Context: an optimization exercise on an open-source flow, tuned for small area. The choices shown serve that exercise and are no tape-out recipe. Only simulation tests tie the RTL to the original design; equivalence was not proved. Power figures rest on the tool's default switching activity, not on a simulated workload.

==> flow/design.v <==
`timescale 1ns / 1ps
module countdisplay_VGA(
    input clk,
    input rst,
    input [1:0]btn,
    input [1:0]btn2,
    input [1:0]count_light,
    input [3:0]count_55_0,
    input [3:0]count_55_1,
    input [3:0]turn_left_en,
    output [2:0] r,
    output [2:0] g,
    output [1:0] b,
    output hs,
    output vs
    );
    function [9:0] add10; input [9:0] a; input [9:0] b; integer i; reg c; begin
        c = 1'b0;
        for (i = 0; i < 10; i = i + 1) begin add10[i] = a[i] ^ b[i] ^ c; c = (a[i] & b[i]) | (c & (a[i] ^ b[i])); end
    end endfunction
    function [9:0] sub10; input [9:0] a; input [9:0] b; integer i; reg c; begin
        c = 1'b0;   
        for (i = 0; i < 10; i = i + 1) begin sub10[i] = a[i] ^ b[i] ^ c; c = (~a[i] & b[i]) | (c & ~(a[i] ^ b[i])); end
    end endfunction
    function [9:0] inc10; input [9:0] a; integer i; reg c; begin
        c = 1'b1;
        for (i = 0; i < 10; i = i + 1) begin inc10[i] = a[i] ^ c; c = a[i] & c; end
    end endfunction
    function lt10; input [9:0] a; input [9:0] b; integer i; reg r; begin
        r = 1'b0;
        for (i = 0; i < 10; i = i + 1) r = (~a[i] & b[i]) | (~(a[i] ^ b[i]) & r);
        lt10 = r;
    end endfunction
    function inr; input [9:0] x; input [9:0] lo; input [9:0] hi; begin
        inr = ~lt10(x, lo) & ~lt10(hi, x);
    end endfunction
    function ltc7; input [6:0] a; input [6:0] b; begin ltc7 = lt10({3'd0, a}, {3'd0, b}); end endfunction
    function ltc8; input [7:0] a; input [7:0] b; begin ltc8 = lt10({2'd0, a}, {2'd0, b}); end endfunction
    function ltc9; input [8:0] a; input [8:0] b; begin ltc9 = lt10({1'd0, a}, {1'd0, b}); end endfunction
    function ltc10; input [9:0] a; input [9:0] b; begin ltc10 = lt10(a, b); end endfunction
    function [9:0] stepk; input [9:0] a; input s; integer i; reg c; begin
        c = s;
        for (i = 0; i < 10; i = i + 1) begin stepk[i] = a[i] ^ c; c = a[i] & c; end
    end endfunction
    reg [9:0] hcount, vcount;
    reg rr, gg;
    assign r = {3{rr}};
    assign g = {3{gg}};
    assign b = 2'b00;
    assign hs = ~lt10(hcount, 10'd96);
    assign vs = |vcount[9:1];
    wire [9:0] h = hcount;
    wire [9:0] v = vcount;
    wire h_end = hcount[9] & hcount[8] & (&hcount[4:0]);           
    wire v_end = vcount[9] & vcount[3];                             
    wire vs_rise = h_end && (vcount[9:1] == 9'd0) && vcount[0];    
    always @(posedge clk) hcount <= (!rst || h_end) ? 10'd0 : stepk(hcount, 1'b1);
    always @(posedge clk) vcount <= (!rst || (h_end && v_end)) ? 10'd0 : stepk(vcount, h_end);
    reg [4:0] hj, vj;
    always @(posedge clk) begin
        if (!rst) hj <= 5'd0;
        else hj <= {hj[3:0], ~hj[4]};
    end
    always @(posedge clk) begin
        if (!rst) vj <= 5'd0;
        else if (h_end) vj <= v_end ? 5'd0 : {vj[3:0], ~vj[4]};
    end
    wire hm = ~hj[4] & ~hj[2];    
    wire vm = ~vj[4] & ~vj[2];    
    wire [1:0] cl = count_light;
    wire red1 = ~btn[1];           
    wire red2 = ~btn2[1];
    wire go_d = (btn == 2'b11) && (cl == 2'b01);
    wire go_r = (btn2 == 2'b11) && (cl == 2'b10);
    wire go_l = (btn2 == 2'b11) && (cl == 2'b00);
    wire go_u = (btn == 2'b11) && (cl == 2'b11);
    reg [8:0] dc_k, tl0_k, uc_k, tl2_k;
    reg [9:0] rc_k, lc_k;
    reg [7:0] tl1_k, tl3_k, tr2_k, tr3_k;
    reg [6:0] tr0_k, tr1_k;
    wire dc_last = (&{dc_k[8], dc_k[7], dc_k[1], dc_k[0]}), tl0_last = (&{tl0_k[8], tl0_k[7], tl0_k[5], tl0_k[1], tl0_k[0]});
    wire dc_mv = go_d || (red1 && !ltc9(dc_k, 9'd14));
    wire grpA = vs_rise && !dc_last && (dc_mv || (red1 && !ltc9(tl0_k, 9'd14)));
    always @(posedge clk) dc_k  <= (!rst || (vs_rise && dc_last)) ? 9'd0 : stepk({1'b0, dc_k}, grpA && dc_mv);
    always @(posedge clk) tl0_k <= (!rst || (grpA && tl0_last)) ? 9'd0 : stepk({1'b0, tl0_k}, grpA);
    wire rc_last = (&{rc_k[9], rc_k[5], rc_k[4], rc_k[3], rc_k[2], rc_k[1]});
    wire rc_mv = go_r || (red2 && !ltc10(rc_k, 10'd16));
    wire grpF = vs_rise && !rc_last && (rc_mv || (red2 && !ltc8(tl1_k, 8'd16)));
    always @(posedge clk) rc_k  <= (!rst || (vs_rise && rc_last)) ? 10'd0 : stepk(rc_k, grpF && rc_mv);
    always @(posedge clk) tl1_k <= !rst ? 8'd0 : stepk({2'b0, tl1_k}, grpF && !(&{tl1_k[7], tl1_k[5], tl1_k[4], tl1_k[3], tl1_k[2], tl1_k[0]}));
    wire lc_last = (&{lc_k[9], lc_k[5], lc_k[4], lc_k[2], lc_k[1]}), tl3_last = (&{tl3_k[7], tl3_k[6], tl3_k[3], tl3_k[0]});
    wire lc_mv = go_l || (red2 && !ltc10(lc_k, 10'd24));
    wire grpG = vs_rise && !lc_last && (lc_mv || (red2 && !ltc8(tl3_k, 8'd12)));
    always @(posedge clk) lc_k  <= (!rst || (vs_rise && lc_last)) ? 10'd0 : stepk(lc_k, grpG && lc_mv);
    always @(posedge clk) tl3_k <= (!rst || (grpG && tl3_last)) ? 8'd0 : stepk({2'b0, tl3_k}, grpG);
    wire uc_last = (&{uc_k[8], uc_k[7], uc_k[3], uc_k[1], uc_k[0]}), tl2_last = (&{tl2_k[8], tl2_k[5], tl2_k[0]});
    wire uc_mv = go_u || (red1 && !ltc9(uc_k, 9'd9));
    wire grpH = vs_rise && !uc_last && (uc_mv || (red1 && !ltc9(tl2_k, 9'd9)));
    always @(posedge clk) uc_k  <= (!rst || (vs_rise && uc_last)) ? 9'd0 : stepk({1'b0, uc_k}, grpH && uc_mv);
    always @(posedge clk) tl2_k <= (!rst || (grpH && tl2_last)) ? 9'd0 : stepk({1'b0, tl2_k}, grpH);
    wire tr0_st = vs_rise && (!turn_left_en[0] || !ltc7(tr0_k, 7'd22));
    wire tr1_st = vs_rise && (!turn_left_en[1] || !ltc7(tr1_k, 7'd8));
    wire tr2_st = vs_rise && (!turn_left_en[2] || !ltc8(tr2_k, 8'd8));
    wire tr3_st = vs_rise && (!turn_left_en[3] || !ltc8(tr3_k, 8'd9));
    always @(posedge clk) tr0_k <= (!rst || (tr0_st && (&{tr0_k[6]}))) ? 7'd0 : stepk({3'b0, tr0_k}, tr0_st);
    always @(posedge clk) tr1_k <= (!rst || (tr1_st && (&{tr1_k[6], tr1_k[5], tr1_k[3], tr1_k[1]}))) ? 7'd0 : stepk({3'b0, tr1_k}, tr1_st);
    always @(posedge clk) tr2_k <= (!rst || (tr2_st && (&{tr2_k[7], tr2_k[6], tr2_k[4], tr2_k[1], tr2_k[0]}))) ? 8'd0 : stepk({2'b0, tr2_k}, tr2_st);
    always @(posedge clk) tr3_k <= (!rst || (tr3_st && (&{tr3_k[7], tr3_k[1], tr3_k[0]}))) ? 8'd0 : stepk({2'b0, tr3_k}, tr3_st);
    wire early = (hcount == 10'd0);
    wire [9:0] bx_v   = h | ({10{early}} & v);
    wire [9:0] bx_nvh = h | ({10{early}} & ~{1'b0, v[9:1]});
    wire [9:0] bx_v2  = h | ({10{early}} & {v[8:0], 1'b0});
    wire [9:0] bx_nv2 = h | ({10{early}} & ~{v[8:0], 1'b0});
    wire [9:0] tr0_op = {3'd0, tr0_k};
    wire [9:0] tr0_s = sub10(bx_nvh, tr0_op);
    wire tr0_h = (inr(tr0_s, 10'd670, 10'd673));
    wire [9:0] tr0_t = ~tr0_s;
    wire tr0_vt = ((ltc7(tr0_k, 7'd32)) && (inr(tr0_t, 10'd224, 10'd225) | inr(tr0_t, 10'd227, 10'd228) | inr(tr0_t, 10'd230, 10'd231))) | ((!ltc7(tr0_k, 7'd32)) && (inr(v, 10'd384, 10'd387) | inr(v, 10'd390, 10'd393) | inr(v, 10'd396, 10'd399)));
    reg tr0_vr;
    always @(posedge clk) if (early) tr0_vr <= tr0_vt;
    wire tr0_hit = tr0_h & tr0_vr;
    wire [9:0] tr2_op = {2'd0, tr2_k};
    wire [9:0] tr2_s = add10(bx_nvh, tr2_op);
    wire tr2_h = (inr(tr2_s, 10'd240, 10'd243));
    wire [9:0] tr2_t = ~tr2_s;
    wire tr2_vt = ((ltc8(tr2_k, 8'd28)) && (inr(tr2_t, 10'd47, 10'd48) | inr(tr2_t, 10'd50, 10'd51) | inr(tr2_t, 10'd53, 10'd54) | inr(tr2_t, 10'd56, 10'd57))) | ((!ltc8(tr2_k, 8'd28)) && (inr(v, 10'd150, 10'd153) | inr(v, 10'd156, 10'd159) | inr(v, 10'd162, 10'd165) | inr(v, 10'd168, 10'd171)));
    reg tr2_vr;
    always @(posedge clk) if (early) tr2_vr <= tr2_vt;
    wire tr2_hit = tr2_h & tr2_vr;
    wire [9:0] tr3_op = {1'd0, tr3_k, 1'b0};
    wire [9:0] tr3_s = sub10(bx_v2, tr3_op);
    wire tr3_h = ((ltc8(tr3_k, 8'd38)) && (inr(tr3_s, 10'd202, 10'd205) | inr(tr3_s, 10'd208, 10'd211) | inr(tr3_s, 10'd214, 10'd217) | inr(tr3_s, 10'd220, 10'd223))) | ((!ltc8(tr3_k, 8'd38)) && (inr(h, 10'd278, 10'd281) | inr(h, 10'd284, 10'd287) | inr(h, 10'd290, 10'd293) | inr(h, 10'd296, 10'd299)));
    wire [9:0] tr3_t = {1'b0, tr3_s[9:1]};
    wire tr3_vt = ((inr(tr3_t, 10'd400, 10'd403)) & (v[9] | v[8]));
    reg tr3_vr;
    always @(posedge clk) if (early) tr3_vr <= tr3_vt;
    wire tr3_hit = tr3_h & tr3_vr;
    wire [9:0] tl3_op = {1'd0, tl3_k, 1'b0};
    wire [9:0] tl3_s = sub10(bx_nv2, tl3_op);
    wire tl3_h = ((ltc8(tl3_k, 8'd142)) && (inr(tl3_s, 10'd202, 10'd205) | inr(tl3_s, 10'd208, 10'd211) | inr(tl3_s, 10'd214, 10'd217))) | ((!ltc8(tl3_k, 8'd142)) && (inr(h, 10'd486, 10'd489) | inr(h, 10'd492, 10'd495) | inr(h, 10'd498, 10'd501)));
    wire [9:0] tl3_t = {1'b0, ~tl3_s[9:1]};
    wire tl3_vt = (inr(tl3_t, 10'd290, 10'd293));
    reg tl3_vr;
    always @(posedge clk) if (early) tl3_vr <= tl3_vt;
    wire tl3_hit = tl3_h & tl3_vr;
    wire [9:0] tl0_op = {1'd0, tl0_k};
    wire [9:0] tl0_s = add10(bx_v, tl0_op);
    wire tl0_h = ((ltc9(tl0_k, 9'd28)) && (inr(h, 10'd471, 10'd474))) | ((!ltc9(tl0_k, 9'd28)) && (inr(tl0_s, 10'd499, 10'd502)));
    wire [9:0] tl0_t = tl0_s;
    wire tl0_vt = ((ltc9(tl0_k, 9'd178)) && (inr(tl0_t, 10'd418, 10'd421) | inr(tl0_t, 10'd424, 10'd427) | inr(tl0_t, 10'd430, 10'd433))) | ((!ltc9(tl0_k, 9'd178)) && (inr(v, 10'd240, 10'd243) | inr(v, 10'd246, 10'd249) | inr(v, 10'd252, 10'd255)));
    reg tl0_vr;
    always @(posedge clk) if (early) tl0_vr <= tl0_vt;
    wire tl0_hit = tl0_h & tl0_vr;
    wire [9:0] tl1_op = (ltc8(tl1_k, 8'd25)) ? {2'd0, tl1_k} : {1'd0, tl1_k, 1'b0};
    wire [9:0] tl1_s = add10(bx_nv2, tl1_op);
    wire tl1_h = ((ltc8(tl1_k, 8'd25)) && (inr(tl1_s, 10'd715, 10'd718) | inr(tl1_s, 10'd721, 10'd724) | inr(tl1_s, 10'd727, 10'd730))) | ((!ltc8(tl1_k, 8'd25)) && (inr(tl1_s, 10'd740, 10'd743) | inr(tl1_s, 10'd746, 10'd749) | inr(tl1_s, 10'd752, 10'd755)));
    wire [9:0] tl1_t = {1'b0, ~tl1_s[9:1]};
    wire tl1_vt = ((ltc8(tl1_k, 8'd25)) && (inr(v, 10'd240, 10'd243))) | ((!ltc8(tl1_k, 8'd25)) && (inr(tl1_t, 10'd215, 10'd218)));
    reg tl1_vr;
    always @(posedge clk) if (early) tl1_vr <= tl1_vt;
    wire tl1_hit = tl1_h & tl1_vr;
    wire [9:0] tl2_op = (ltc9(tl2_k, 9'd202)) ? {tl2_k[8:0],1'b0} : {1'd0, tl2_k};
    wire [9:0] tl2_s = sub10(bx_v2, tl2_op);
    wire tl2_h = ((ltc9(tl2_k, 9'd78)) && (inr(h, 10'd445, 10'd448))) | ((!ltc9(tl2_k, 9'd78) && ltc9(tl2_k, 9'd202)) && (inr(tl2_s, 10'd289, 10'd292))) | ((!ltc9(tl2_k, 9'd202)) && (inr(tl2_s, 10'd491, 10'd494)));
    wire [9:0] tl2_t = {1'b0, tl2_s[9:1]};
    wire tl2_vt = ((ltc9(tl2_k, 9'd202)) && (inr(tl2_t, 10'd100, 10'd103) | inr(tl2_t, 10'd106, 10'd109) | inr(tl2_t, 10'd112, 10'd115))) | ((!ltc9(tl2_k, 9'd202)) && (inr(v, 10'd302, 10'd305) | inr(v, 10'd308, 10'd311) | inr(v, 10'd314, 10'd317)));
    reg tl2_vr;
    always @(posedge clk) if (early) tl2_vr <= tl2_vt;
    wire tl2_hit = tl2_h & tl2_vr;
    wire [9:0] tr1_op = {2'd0, tr1_k, 1'b0};
    wire [9:0] tr1_s = add10(bx_v2, tr1_op);
    wire tr1_h = ((ltc7(tr1_k, 7'd36)) && (inr(tr1_s, 10'd715, 10'd718) | inr(tr1_s, 10'd721, 10'd724) | inr(tr1_s, 10'd733, 10'd736))) | ((!ltc7(tr1_k, 7'd36)) && (inr(h, 10'd643, 10'd646) | inr(h, 10'd649, 10'd652) | inr(h, 10'd661, 10'd664)));
    wire [9:0] tr1_t = {1'b0, tr1_s[9:1]};
    wire tr1_vt = (inr(tr1_t, 10'd135, 10'd138));
    reg tr1_vr;
    always @(posedge clk) if (early) tr1_vr <= tr1_vt;
    wire tr1_hit = tr1_h & tr1_vr;
    wire turn_hit = ~early & (tr0_hit | tr2_hit | tr3_hit | tl3_hit | tl0_hit | tl1_hit | tl2_hit | tr1_hit);
    wire dc_h = (inr(h, 10'd488, 10'd491) | inr(h, 10'd503, 10'd506) | inr(h, 10'd518, 10'd521) | inr(h, 10'd608, 10'd611) | inr(h, 10'd623, 10'd626) | inr(h, 10'd638, 10'd641));
    wire [9:0] dc_v0 = add10(v, {1'd0, dc_k});
    wire dc_v = (inr(dc_v0, 10'd418, 10'd421) | inr(dc_v0, 10'd424, 10'd427) | inr(dc_v0, 10'd430, 10'd433) | inr(dc_v0, 10'd436, 10'd439));
    wire dc_hit = dc_h & dc_v;
    wire uc_h = (inr(h, 10'd278, 10'd281) | inr(h, 10'd293, 10'd296) | inr(h, 10'd308, 10'd311) | inr(h, 10'd408, 10'd411) | inr(h, 10'd423, 10'd426) | inr(h, 10'd438, 10'd441));
    wire [9:0] uc_v0 = sub10(v, {1'd0, uc_k});
    wire uc_v = (inr(uc_v0, 10'd94, 10'd97) | inr(uc_v0, 10'd100, 10'd103) | inr(uc_v0, 10'd106, 10'd109) | inr(uc_v0, 10'd112, 10'd115));
    wire uc_hit = uc_h & uc_v;
    wire [9:0] rc_h0 = add10(h, rc_k);
    wire rc_h = (inr(rc_h0, 10'd715, 10'd718) | inr(rc_h0, 10'd721, 10'd724) | inr(rc_h0, 10'd727, 10'd730) | inr(rc_h0, 10'd733, 10'd736));
    wire rc_v = (inr(v, 10'd172, 10'd175) | inr(v, 10'd182, 10'd185) | inr(v, 10'd192, 10'd195) | inr(v, 10'd212, 10'd215) | inr(v, 10'd222, 10'd225) | inr(v, 10'd232, 10'd235));
    wire rc_hit = rc_h & rc_v;
    wire [9:0] lc_h0 = sub10(h, lc_k);
    wire lc_h = (inr(lc_h0, 10'd196, 10'd199) | inr(lc_h0, 10'd202, 10'd205) | inr(lc_h0, 10'd208, 10'd211) | inr(lc_h0, 10'd214, 10'd217));
    wire lc_v = (inr(v, 10'd319, 10'd322) | inr(v, 10'd329, 10'd332) | inr(v, 10'd339, 10'd342) | inr(v, 10'd359, 10'd362) | inr(v, 10'd369, 10'd372) | inr(v, 10'd379, 10'd382));
    wire lc_hit = lc_h & lc_v;
    wire car_hit = turn_hit | dc_hit | uc_hit | rc_hit | lc_hit;
    wire arrow_hit = (((v == 10'd104)) && ((h == 10'd522) || (h == 10'd642)))
      || (((v == 10'd105)) && (inr(h, 10'd521, 10'd523) || inr(h, 10'd641, 10'd643)))
      || (((v == 10'd106) || inr(v, 10'd109, 10'd114)) && (inr(h, 10'd520, 10'd524) || inr(h, 10'd640, 10'd644)))
      || (((v == 10'd107)) && (inr(h, 10'd519, 10'd525) || inr(h, 10'd639, 10'd645)))
      || (((v == 10'd108)) && (inr(h, 10'd518, 10'd526) || inr(h, 10'd638, 10'd646)))
      || (((v == 10'd163) || (v == 10'd171) || (v == 10'd223) || (v == 10'd231)) && ((h == 10'd220)))
      || (((v == 10'd164) || (v == 10'd170) || (v == 10'd224) || (v == 10'd230)) && (inr(h, 10'd220, 10'd221)))
      || (((v == 10'd165) || (v == 10'd169) || (v == 10'd225) || (v == 10'd229)) && (inr(h, 10'd214, 10'd222)))
      || (((v == 10'd166) || (v == 10'd168) || (v == 10'd226) || (v == 10'd228)) && (inr(h, 10'd214, 10'd223)))
      || (((v == 10'd167) || (v == 10'd227)) && (inr(h, 10'd214, 10'd224)))
      || (((v == 10'd178) || (v == 10'd251)) && ((h == 10'd726)))
      || (((v == 10'd179) || (v == 10'd250)) && (inr(h, 10'd725, 10'd727)))
      || (((v == 10'd180) || (v == 10'd246) || (v == 10'd249)) && (inr(h, 10'd724, 10'd728)))
      || (((v == 10'd181) || (v == 10'd248)) && (inr(h, 10'd723, 10'd729)))
      || (((v == 10'd182) || (v == 10'd247)) && (inr(h, 10'd722, 10'd730)))
      || (((v == 10'd183)) && (inr(h, 10'd725, 10'd728)))
      || (((v == 10'd184)) && (inr(h, 10'd724, 10'd727)))
      || (((v == 10'd185)) && (inr(h, 10'd722, 10'd725)))
      || (((v == 10'd186)) && (inr(h, 10'd722, 10'd725) || (h == 10'd730)))
      || (((v == 10'd187)) && (inr(h, 10'd721, 10'd724) || inr(h, 10'd730, 10'd731)))
      || (((v == 10'd188) || (v == 10'd192) || (v == 10'd237) || (v == 10'd241)) && (inr(h, 10'd715, 10'd732)))
      || (((v == 10'd189) || (v == 10'd191) || (v == 10'd238) || (v == 10'd240)) && (inr(h, 10'd715, 10'd733)))
      || (((v == 10'd190) || (v == 10'd239)) && (inr(h, 10'd715, 10'd734)))
      || (((v == 10'd193) || (v == 10'd236)) && (inr(h, 10'd730, 10'd731)))
      || (((v == 10'd194) || (v == 10'd235)) && ((h == 10'd730)))
      || (((v == 10'd242)) && (inr(h, 10'd720, 10'd724) || inr(h, 10'd730, 10'd731)))
      || (((v == 10'd243)) && (inr(h, 10'd721, 10'd725) || (h == 10'd730)))
      || (((v == 10'd244)) && (inr(h, 10'd722, 10'd726)))
      || (((v == 10'd245)) && (inr(h, 10'd723, 10'd727)))
      || (((v == 10'd308) || (v == 10'd381)) && ((h == 10'd209)))
      || (((v == 10'd309) || (v == 10'd380)) && (inr(h, 10'd208, 10'd209)))
      || (((v == 10'd310)) && (inr(h, 10'd207, 10'd224)))
      || (((v == 10'd311)) && (inr(h, 10'd206, 10'd224) || (h == 10'd719)))
      || (((v == 10'd312)) && (inr(h, 10'd205, 10'd224) || inr(h, 10'd718, 10'd719)))
      || (((v == 10'd313)) && (inr(h, 10'd206, 10'd224) || inr(h, 10'd717, 10'd725)))
      || (((v == 10'd314)) && (inr(h, 10'd207, 10'd224) || inr(h, 10'd716, 10'd725)))
      || (((v == 10'd315)) && (inr(h, 10'd208, 10'd209) || inr(h, 10'd215, 10'd219) || inr(h, 10'd715, 10'd725)))
      || (((v == 10'd316)) && ((h == 10'd209) || inr(h, 10'd214, 10'd218) || inr(h, 10'd716, 10'd725)))
      || (((v == 10'd317)) && (inr(h, 10'd213, 10'd217) || inr(h, 10'd717, 10'd725)))
      || (((v == 10'd318)) && (inr(h, 10'd212, 10'd216) || inr(h, 10'd718, 10'd719)))
      || (((v == 10'd319)) && (inr(h, 10'd211, 10'd215) || (h == 10'd719)))
      || (((v == 10'd320) || (v == 10'd369)) && (inr(h, 10'd209, 10'd217)))
      || (((v == 10'd321) || (v == 10'd368)) && (inr(h, 10'd210, 10'd216)))
      || (((v == 10'd322) || (v == 10'd367) || (v == 10'd370)) && (inr(h, 10'd211, 10'd215)))
      || (((v == 10'd323) || (v == 10'd366)) && (inr(h, 10'd212, 10'd214)))
      || (((v == 10'd324) || (v == 10'd365)) && ((h == 10'd213)))
      || (((v == 10'd371)) && (inr(h, 10'd212, 10'd216) || (h == 10'd719)))
      || (((v == 10'd372)) && (inr(h, 10'd213, 10'd217) || inr(h, 10'd718, 10'd719)))
      || (((v == 10'd373)) && ((h == 10'd209) || inr(h, 10'd214, 10'd218) || inr(h, 10'd717, 10'd725)))
      || (((v == 10'd374)) && (inr(h, 10'd208, 10'd209) || inr(h, 10'd215, 10'd219) || inr(h, 10'd716, 10'd725)))
      || (((v == 10'd375)) && (inr(h, 10'd207, 10'd224) || inr(h, 10'd715, 10'd725)))
      || (((v == 10'd376)) && (inr(h, 10'd206, 10'd224) || inr(h, 10'd716, 10'd725)))
      || (((v == 10'd377)) && (inr(h, 10'd205, 10'd224) || inr(h, 10'd717, 10'd725)))
      || (((v == 10'd378)) && (inr(h, 10'd206, 10'd224) || inr(h, 10'd718, 10'd719)))
      || (((v == 10'd379)) && (inr(h, 10'd207, 10'd224) || (h == 10'd719)))
      || (((v == 10'd416)) && (inr(h, 10'd279, 10'd283) || inr(h, 10'd399, 10'd403) || (h == 10'd531) || (h == 10'd640)))
      || (((v == 10'd417)) && (inr(h, 10'd279, 10'd283) || inr(h, 10'd399, 10'd403) || inr(h, 10'd530, 10'd532) || inr(h, 10'd639, 10'd641) || (h == 10'd649)))
      || (((v == 10'd418)) && (inr(h, 10'd279, 10'd283) || inr(h, 10'd399, 10'd403) || (h == 10'd522) || inr(h, 10'd529, 10'd533) || inr(h, 10'd638, 10'd642) || inr(h, 10'd649, 10'd650)))
      || (((v == 10'd419)) && (inr(h, 10'd279, 10'd283) || inr(h, 10'd399, 10'd403) || inr(h, 10'd521, 10'd522) || inr(h, 10'd528, 10'd534) || inr(h, 10'd637, 10'd643) || inr(h, 10'd649, 10'd651)))
      || (((v == 10'd420)) && (inr(h, 10'd279, 10'd283) || inr(h, 10'd399, 10'd403) || inr(h, 10'd521, 10'd523) || inr(h, 10'd527, 10'd535) || inr(h, 10'd636, 10'd644) || inr(h, 10'd649, 10'd652)))
      || (((v == 10'd421)) && (inr(h, 10'd279, 10'd283) || inr(h, 10'd399, 10'd403) || inr(h, 10'd519, 10'd523) || inr(h, 10'd529, 10'd533) || inr(h, 10'd638, 10'd642) || inr(h, 10'd648, 10'd653)))
      || (((v == 10'd422)) && (inr(h, 10'd277, 10'd285) || inr(h, 10'd397, 10'd405) || inr(h, 10'd518, 10'd524) || inr(h, 10'd529, 10'd533) || inr(h, 10'd638, 10'd642) || inr(h, 10'd647, 10'd654)))
      || (((v == 10'd423)) && (inr(h, 10'd278, 10'd284) || inr(h, 10'd398, 10'd404) || inr(h, 10'd517, 10'd525) || inr(h, 10'd529, 10'd533) || inr(h, 10'd638, 10'd642) || inr(h, 10'd646, 10'd655)))
      || (((v == 10'd424)) && (inr(h, 10'd279, 10'd283) || inr(h, 10'd399, 10'd403) || inr(h, 10'd516, 10'd526) || inr(h, 10'd529, 10'd533) || inr(h, 10'd638, 10'd642) || inr(h, 10'd645, 10'd654)))
      || (((v == 10'd425)) && (inr(h, 10'd280, 10'd282) || inr(h, 10'd400, 10'd402) || inr(h, 10'd517, 10'd527) || inr(h, 10'd529, 10'd533) || inr(h, 10'd638, 10'd642) || inr(h, 10'd644, 10'd653)))
      || (((v == 10'd426)) && ((h == 10'd281) || (h == 10'd401) || inr(h, 10'd518, 10'd522) || inr(h, 10'd524, 10'd533) || inr(h, 10'd638, 10'd647) || inr(h, 10'd649, 10'd652)))
      || (((v == 10'd427)) && (inr(h, 10'd519, 10'd522) || inr(h, 10'd525, 10'd533) || inr(h, 10'd638, 10'd646) || inr(h, 10'd649, 10'd651)))
      || (((v == 10'd428)) && (inr(h, 10'd520, 10'd522) || inr(h, 10'd526, 10'd533) || inr(h, 10'd638, 10'd645) || inr(h, 10'd649, 10'd650)))
      || (((v == 10'd429)) && (inr(h, 10'd521, 10'd522) || inr(h, 10'd527, 10'd533) || inr(h, 10'd638, 10'd644) || (h == 10'd649)))
      || (((v == 10'd430)) && ((h == 10'd522) || inr(h, 10'd528, 10'd533) || inr(h, 10'd638, 10'd643)))
      || ((inr(v, 10'd431, 10'd435)) && (inr(h, 10'd529, 10'd533) || inr(h, 10'd638, 10'd642)));
    function le5; input [4:0] a; input [4:0] c; integer i; reg r; begin
        r = 1'b1;
        for (i = 0; i < 5; i = i + 1) r = (~a[i] & c[i]) | (~(a[i] ^ c[i]) & r);
        le5 = r;
    end endfunction
    function in5; input [4:0] x; input [4:0] lo; input [4:0] hi; begin
        in5 = le5(lo, x) & le5(x, hi);
    end endfunction
    function glyph;
        input [3:0] d;
        input [4:0] x;
        input [4:0] y;
        reg T, U, M, L, B, Lc, Cc, Rc, one;
        reg [9:0] dd;
        begin
            T = le5(y, 5'd2); U = in5(y, 5'd3, 5'd8); M = in5(y, 5'd9, 5'd10);
            L = in5(y, 5'd11, 5'd16); B = in5(y, 5'd17, 5'd19);
            Lc = le5(x, 5'd4); Cc = in5(x, 5'd10, 5'd14); Rc = in5(x, 5'd15, 5'd19);
            one = ((y == 5'd0) & Cc) | ((y == 5'd1) & in5(x, 5'd6, 5'd14)) | ((y == 5'd2) & in5(x, 5'd3, 5'd14))
                | (in5(y, 5'd3, 5'd17) & Cc) | (in5(y, 5'd18, 5'd19) & in5(x, 5'd5, 5'd19));
            dd = 10'd0;
            case (d)
            4'd0: dd[0] = 1'b1; 4'd1: dd[1] = 1'b1; 4'd2: dd[2] = 1'b1; 4'd3: dd[3] = 1'b1; 4'd4: dd[4] = 1'b1;
            4'd5: dd[5] = 1'b1; 4'd6: dd[6] = 1'b1; 4'd7: dd[7] = 1'b1; 4'd8: dd[8] = 1'b1; 4'd9: dd[9] = 1'b1;
            default: dd = 10'd0;
            endcase
            glyph = ((dd[0] | dd[2] | dd[3] | dd[5] | dd[6] | dd[7] | dd[8] | dd[9]) & T)
                  | ((dd[2] | dd[3] | dd[4] | dd[5] | dd[6] | dd[8] | dd[9]) & M)
                  | ((dd[0] | dd[2] | dd[3] | dd[5] | dd[6] | dd[8]) & B)
                  | ((dd[0] | dd[4] | dd[5] | dd[6] | dd[8] | dd[9]) & U & Lc)
                  | ((dd[0] | dd[2] | dd[3] | dd[7] | dd[8] | dd[9]) & U & Rc)
                  | ((dd[0] | dd[2] | dd[6] | dd[8]) & L & Lc)
                  | ((dd[0] | dd[3] | dd[5] | dd[6] | dd[7] | dd[8] | dd[9]) & L & Rc)
                  | (dd[0] & M & Lc)
                  | ((dd[0] | dd[7]) & M & Rc)
                  | ((dd[7] | dd[9]) & B & Rc)
                  | (dd[4] & (((T | U) & (Lc | Cc)) | ((L | B) & Cc)))
                  | (dd[1] & one);
        end
    endfunction
    wire t = cl[0];
    wire [4:0] P = t ? h[4:0] : v[4:0];
    wire [4:0] Q = t ? v[4:0] : h[4:0];
    reg rowin, inL, inR; reg [4:0] yc, xcL, xcR;
    always @* begin
        case (cl)
        2'b01: begin rowin = inr(v, 10'd360, 10'd379); inL = inr(h, 10'd500, 10'd519); inR = inr(h, 10'd470, 10'd489); yc = 5'd24; xcL = 5'd12; xcR = 5'd10; end
        2'b11: begin rowin = inr(v, 10'd170, 10'd189); inL = inr(h, 10'd380, 10'd399); inR = inr(h, 10'd350, 10'd369); yc = 5'd22; xcL = 5'd4;  xcR = 5'd2;  end
        2'b10: begin rowin = inr(h, 10'd620, 10'd639); inL = inr(v, 10'd195, 10'd214); inR = inr(v, 10'd225, 10'd244); yc = 5'd20; xcL = 5'd23; xcR = 5'd21; end
        default: begin rowin = inr(h, 10'd273, 10'd292); inL = inr(v, 10'd350, 10'd369); inR = inr(v, 10'd380, 10'd399); yc = 5'd15; xcL = 5'd18; xcR = 5'd16; end
        endcase
    end
    function [4:0] add5; input [4:0] a; input [4:0] b; integer i; reg c; begin
        c = 1'b0;
        for (i = 0; i < 5; i = i + 1) begin add5[i] = a[i] ^ b[i] ^ c; c = (a[i] & b[i]) | (c & (a[i] ^ b[i])); end
    end endfunction
    wire [4:0] y = add5(Q, yc);
    wire [4:0] x = add5(t ? P : ~P, inL ? xcL : xcR);
    wire [3:0] dsel = inL ? count_55_0 : count_55_1;
    wire digit_hit = rowin & (inL | inR) & glyph(dsel, x, y);
    wire v390_410 = inr(v, 10'd390, 10'd410);
    wire a0 = v390_410 & (inr(h, 10'd470, 10'd490) | inr(h, 10'd500, 10'd520));
    wire c0 = v390_410 & inr(h, 10'd530, 10'd550);
    wire h663_683 = inr(h, 10'd663, 10'd683);
    wire a1 = h663_683 & (inr(v, 10'd225, 10'd245) | inr(v, 10'd255, 10'd275));
    wire c1 = h663_683 & inr(v, 10'd195, 10'd215);
    wire v140_160 = inr(v, 10'd140, 10'd160);
    wire a2 = v140_160 & (inr(h, 10'd380, 10'd400) | inr(h, 10'd410, 10'd430));
    wire c2 = v140_160 & inr(h, 10'd350, 10'd370);
    wire h243_263 = inr(h, 10'd243, 10'd263);
    wire a3 = h243_263 & (inr(v, 10'd350, 10'd370) | inr(v, 10'd320, 10'd340));
    wire c3 = h243_263 & inr(v, 10'd380, 10'd400);
    wire hwide = inr(h, 10'd15, 10'd783);
    wire vtall = ~lt10(v, 10'd15);
    wire bl01 = (inr(v, 10'd405, 10'd415) | inr(v, 10'd120, 10'd130)) & hwide & hm;
    wire bl23 = (inr(h, 10'd230, 10'd240) | inr(h, 10'd700, 10'd710)) & vtall & vm;
    wire ylin = (inr(v, 10'd282, 10'd285) & (inr(h, 10'd15, 10'd230) | inr(h, 10'd710, 10'd775)))
            | (inr(h, 10'd465, 10'd468) & (inr(v, 10'd415, 10'd480) | inr(v, 10'd15, 10'd120)));
    wire dl = ((inr(v, 10'd206, 10'd209) | inr(v, 10'd345, 10'd348)) & hwide & hm & (lt10(h, 10'd230) | lt10(10'd700, h)))
            | ((inr(h, 10'd584, 10'd587) | inr(h, 10'd352, 10'd355)) & vtall & vm & (lt10(v, 10'd120) | lt10(10'd415, v)));
    wire b1ok = ~(btn[1] & ~btn[0]);
    wire b2ok = ~(btn2[1] & ~btn2[0]);
    reg s_hit, s_r, s_g;
    always @* begin
        s_hit = 1'b1; s_r = 1'b1; s_g = 1'b0;
        if (a0 && (cl != 2'b01 || b1ok)) begin s_r = (cl != 2'b01) | ~btn[1]; s_g = (cl == 2'b01) & btn[0]; end
        else if (c0) begin s_r = 1'b0; s_g = 1'b1; end
        else if (a1 && (cl != 2'b10 || b2ok)) begin s_r = (cl != 2'b10) | ~btn2[1]; s_g = (cl == 2'b10) & btn2[0]; end
        else if (c1) begin s_r = 1'b0; s_g = 1'b1; end
        else if (a2) begin s_r = (cl != 2'b11) | (btn == 2'b01) | (btn2 == 2'b01); s_g = (cl == 2'b11); end
        else if (c2) begin s_r = 1'b0; s_g = 1'b1; end
        else if (a3 && (cl != 2'b00 || b2ok)) begin s_r = (cl != 2'b00) | ~btn2[1]; s_g = (cl == 2'b00) & btn2[0]; end
        else if (c3) begin s_r = 1'b0; s_g = 1'b1; end
        else if (bl01 && b1ok) begin s_r = btn[0]; s_g = ~btn[1]; end
        else if (bl23 && b2ok) begin s_r = btn2[0]; s_g = ~btn2[1]; end
        else if (ylin) begin s_r = 1'b1; s_g = 1'b1; end
        else if (dl) begin s_r = 1'b1; s_g = 1'b0; end
        else s_hit = 1'b0;
    end
    wire r_next = s_hit ? s_r : car_hit;
    wire g_next = s_hit ? s_g : (!car_hit && (digit_hit || arrow_hit));
    always @(posedge clk) begin
        if (!rst) begin rr <= 1'b0; gg <= 1'b0; end
        else begin rr <= r_next; gg <= g_next; end
    end
endmodule
==> flow/run.sh <==
#!/bin/bash
# synth_recipe.tcl (not shown) runs the flow's synth.tcl, then flattens the netlist and writes it again
# the make line also repeats each setting of config.mk as NAME=value (left out here)
make -C /OpenROAD-flow-scripts/flow DESIGN_CONFIG=/design/flow/config.mk WORK_HOME=/design/flow/orfs CLKGATE_MAP_FILE= SYNTH_SCRIPT=/design/flow/synth_recipe.tcl finish
==> flow/config.mk <==
export PLATFORM = sky130hd
export DESIGN_NAME = countdisplay_VGA
export DESIGN_NICKNAME = countdisplay_VGA
export VERILOG_FILES = /design/flow/design.v
export SDC_FILE = /design/flow/constraint.sdc
export NUM_CORES = 4
export LEC_CHECK = 0
export ABC_AREA = 1
export CAP_MARGIN = 20
export CORE_MARGIN = 2
export CORE_UTILIZATION = 40
export CTS_BUF_LIST = sky130_fd_sc_hd__clkbuf_8
export SLEW_MARGIN = 20
export SYNTH_MEMORY_MAX_BITS = 65536
==> flow/constraint.sdc <==
create_clock -name core_clock -period 20.0 [get_ports {clk}]
set_input_delay 4.0000 -clock core_clock [delete_from_list [all_inputs] [get_ports {clk}]]
set_output_delay 4.0000 -clock core_clock [all_outputs]
set_load 0.01 [all_outputs]
==> PnR_summary.wiki <==
{| class="wikitable"
! Metric !! Value
|-
| CTS tree || built
|-
| Number of nets in the layout || 2636
|-
| Upper clock frequency limit || 0.117 GHz
|-
| Routed vias || 16800
|-
| Count of instances resized after the clock tree is built || 0
|-
| Antenna violation net count after detailed routing || 0
|-
| Final-layout worst hold slack || 410 ps
|-
| Mapped Cells || 2371
|-
| Worst vdd ir || 0.0803 mV
|-
| Unrepaired setup endpoints after global routing || false
|-
| Number of slew-limit violations in the final report || 0
|-
| Minimum clock period after layout || 8550 ps
|-
| Initial core utilization || 40.3%
|-
| Root cell of the clock tree || sky130_fd_sc_hd__clkbuf_8
|-
| Final Core Density || 43.5%
|-
| Post-Route WL || 66.9 mm
|-
| Area delta synth->final || 7.95%
|-
| First-pass detailed-route iteration total || 6
|-
| I/O pin count || 30
|-
| Later-pin clock latency in the skew report || 550 ps
|-
| Synth Warn # || 1
|-
| Relative max-transition margin || 22.8%
|-
| Avg Cell Area, Syn || 6.71 um^2
|-
| Area occupied by registers || 2920 um^2
|-
| Post-DP HPWL || 52.9 mm
|-
| Global-route wire length before repair || 100 mm
|-
| Number of filler cells placed in the layout || 4270
|-
| Number of register bits inferred by synthesis || 142
|-
| Worst setup EP type || flop
|-
| First-iteration detailed-routing DRC count || 1669
|-
| Via density per instance || 5.74
|-
| Internal reg-to-reg setup slack || 12290 ps
|-
| Total Die Area || 41400 um^2
|-
| Prevailing post-synth register cell || sky130_fd_sc_hd__dfxtp_1
|-
| Routability congestion estimate || 1.05
|-
| Overall die width || 203 um
|-
| Total power divided by cell area || 39.5 nW/um^2
|-
| Finish-stage setup viols || 0
|-
| Met1 wire length || 27.6 mm
|-
| Site row count || 73
|-
| Critical Path Source Type || primary input
|-
| Fraction of layout instances using a drive strength above 1 || 5.55%
|-
| Grt ovf || 0
|-
| Clock buffer count from CTS || 17
|-
| Highest metal layer with signal wires || met5
|-
| CTS Sinks || 142
|-
| DR WL met3 || 5.20 mm
|-
| Run status || finished clean
|-
| Setup TNS Final || 0 ps
|-
| Core area || 39500 um^2
|-
| Total area of multi-input combinational cells || 11000 um^2
|-
| Clock tree buffer depth || 2
|-
| Via count of the first global-routing pass || 16500
|-
| Clock Pin Slew Worst Setup and Hold Paths || 100 ps
|-
| Final hold violations || 0
|-
| Number of buffers inserted by hold repair at cts || 0
|-
| Pin count of the biggest net entering global routing || 38
|-
| Post-CTS Repair Setup Buffers || 0
|-
| Type of the worst setup path || primary input to flop
|-
| Power, Total || 0.677 mW
|-
| Max_cap viols || 0
|-
| Yosys cell types || 66
|-
| Slew at the pin closest to its max-slew limit || 1150 ps
|-
| Maximum fanout along the worst path || 26
|-
| Level count of the clock H-tree || 4
|-
| Number of design rule violations left after detail routing || 0
|-
| Post-synth design cell area || 15900 um^2
|-
| WL per Instance || 22.9 um
|-
| Leakage Power || 7.99 nW
|-
| Fraction of registers with async set or reset after synthesis || 0%
|-
| Required time at the worst-slack endpoint || 20430 ps
|-
| Height of the die || 203 um
|-
| Total track usage || 32.8%
|-
| IO buf count || 27
|-
| Met2 Routed Length || 29.6 mm
|-
| Sequential-to-total area share from yosys stat || 18.4%
|-
| Count of flip-flops with a built-in enable after synthesis || 8
|-
| Number of antenna violations at the first check in global routing || 2
|-
| Period utilisation layout || 42.8%
|-
| Class of the most critical hold timing path || flop to flop
|-
| Arrival time of the worst setup path || 8980 ps
|-
| Skew final || 20.8 ps
|}
-- kinds of logic (layout without fill, tap and decap cells) --
group                    after synthesis  count (layout)  share of synthesized area, %
AND/OR/NAND/NOR                     1040            1040                          29.1
adder cells (fa/ha/maj)              232             232                          22.7
buffers and inverters                516             541                          12.7
other                                  1               3                        0.0236
XOR/XNOR                              29              29                          1.60
flip-flops                           142             142                          18.4
AO/OA/AOI/OAI                        411             411                          15.5
-- sequential cells by signal, summed over array words and instances (netlist names), 7 cells and up --
register and cells:
tr3_k 8, tl0_k 9, tl2_k 9, vcount 10, rc_k 10, tl3_k 8
tr1_k 7, lc_k 10, dc_k 9, uc_k 9, tl1_k 8, hcount 10
tr0_k 7, tr2_k 8
-- synthesized netlist by cell type, drive strengths merged (23+ instances only) --
cell type | n | area (um^2)
nor2 | 350 | 1410
nand2 | 382 | 1490
a21oi | 88 | 452
nand4 | 51 | 332
nor4 | 23 | 144
ha | 137 | 1710
dfxtp | 134 | 2680
fa | 95 | 1900
o31ai | 23 | 178
buf | 41 | 229
o21ai | 189 | 968
nor3 | 56 | 297
nand3 | 156 | 791
inv | 450 | 1690
-- stage by stage --
stage / setup slack, ps / instances / area (um^2)
after global placement: 11000 / 2890 / 16700
after CTS: 11520 / 2922 / 17200
final: 11450 / 2923 / 17200
after global routing: 11070 / 2922 / 17200
after detailed placement: 10870 / 2890 / 16700
after floorplan: 11940 / 2372 / 15900
-- layout by cell type (no fill, tap or decap), types with 28 or more instances in the layout --
cell / Yosys / layout
sky130_fd_sc_hd__nand4_1: 49 / 49
sky130_fd_sc_hd__o21ai_0: 171 / 171
sky130_fd_sc_hd__fa_1: 95 / 95
sky130_fd_sc_hd__a21oi_1: 85 / 85
sky130_fd_sc_hd__nor2_1: 331 / 331
sky130_fd_sc_hd__inv_1: 438 / 439
sky130_fd_sc_hd__dfxtp_1: 134 / 134
sky130_fd_sc_hd__buf_4: 12 / 28
sky130_fd_sc_hd__nand3_1: 154 / 154
sky130_fd_sc_hd__nand2_1: 365 / 365
sky130_fd_sc_hd__nor3_1: 54 / 54
sky130_fd_sc_hd__ha_1: 137 / 137
-- report_power, final --
group / internal, mW / switching [mW]
logic: 0.0403 / 0.0879
clock network: 0.129 / 0.130
registers: 0.288 / 0.00166
total: 0.457 / 0.220
-- metal layers --
| layer | vias up | track usage [%] |
|---|---|---|
| met4 | 2 | 20.0 |
| met1 | 7902 | 40.9 |
| met2 | 828 | 51.5 |
| met3 | 230 | 7.43 |
| li1 | 7806 | - |
| met5 | - | 0 |
-- path summary, 6_finish.rpt --
check	start	endpoint	cells after the start
worst min-delay path	hj[4]	hj[0]	1
worst max register to register	hcount[1]	rr	27
worst max-delay path	count_light[0]	gg	24
worst min register to register	hj[4]	hj[0]	1
-- area by class of cell --
| type | instances | area share, % |
|---|---|---|
| Multi-Input combinational cell | 1714 | 63.9 |
| Clock inverter | 14 | 1.05 |
| Sequential cell | 142 | 17.0 |
| Antenna cell | 1 | 0.0146 |
| Tap cell | 525 | 3.83 |
| Clock buffer | 18 | 1.44 |
| Inverter | 454 | 9.94 |
| Timing Repair Buffer | 55 | 2.80 |
-- critical path, stage by stage --
cell and delay [ps]:
sky130_fd_sc_hd__clkdlybuf4s50_1 790, sky130_fd_sc_hd__inv_1 270, sky130_fd_sc_hd__ha_1 440, sky130_fd_sc_hd__inv_1 230, sky130_fd_sc_hd__nand2_4 180, sky130_fd_sc_hd__nand2_2 90
sky130_fd_sc_hd__o32ai_1 230, sky130_fd_sc_hd__inv_1 90, sky130_fd_sc_hd__fa_1 410, sky130_fd_sc_hd__fa_1 380, sky130_fd_sc_hd__fa_1 500, sky130_fd_sc_hd__a21oi_1 210
sky130_fd_sc_hd__a21boi_0 220, sky130_fd_sc_hd__nand2_1 120, sky130_fd_sc_hd__nand4_1 100, sky130_fd_sc_hd__o211ai_1 90, sky130_fd_sc_hd__nand3b_1 100, sky130_fd_sc_hd__nand2_1 50
sky130_fd_sc_hd__a21oi_1 120, sky130_fd_sc_hd__nand3_1 100, sky130_fd_sc_hd__nand2_1 70, sky130_fd_sc_hd__nand2_1 50, sky130_fd_sc_hd__nand2_1 90, sky130_fd_sc_hd__a21oi_2 50

[re-timing with driven ports]
Ports are ideal in the flow. The routed layout listed here was re-timed in OpenROAD. Step 1: set_driving_cell puts a clkbuf_16 on clk and a buf_2 on each other input, an assumption about the parent block. Step 2 adds t to the input delays and takes it off the output delays; t is the mean of the earliest and latest rising clock arrival at the registers after step 1. Input paths then give back, and output paths get back, about the clock's delay inside the block. Three values: ideal ports, drivers, drivers and shift; two values: the first two.
t, ns: 0.591
setup WS [ns]: 11.450 / 11.478 / 10.886
hold WS [ns]: 0.410 / 0.410 / 0.410
After both steps setup and hold are still met in this run. For this run, drivers alone change the setup slack by +0.028 ns; drivers and shift together by -0.564 ns.
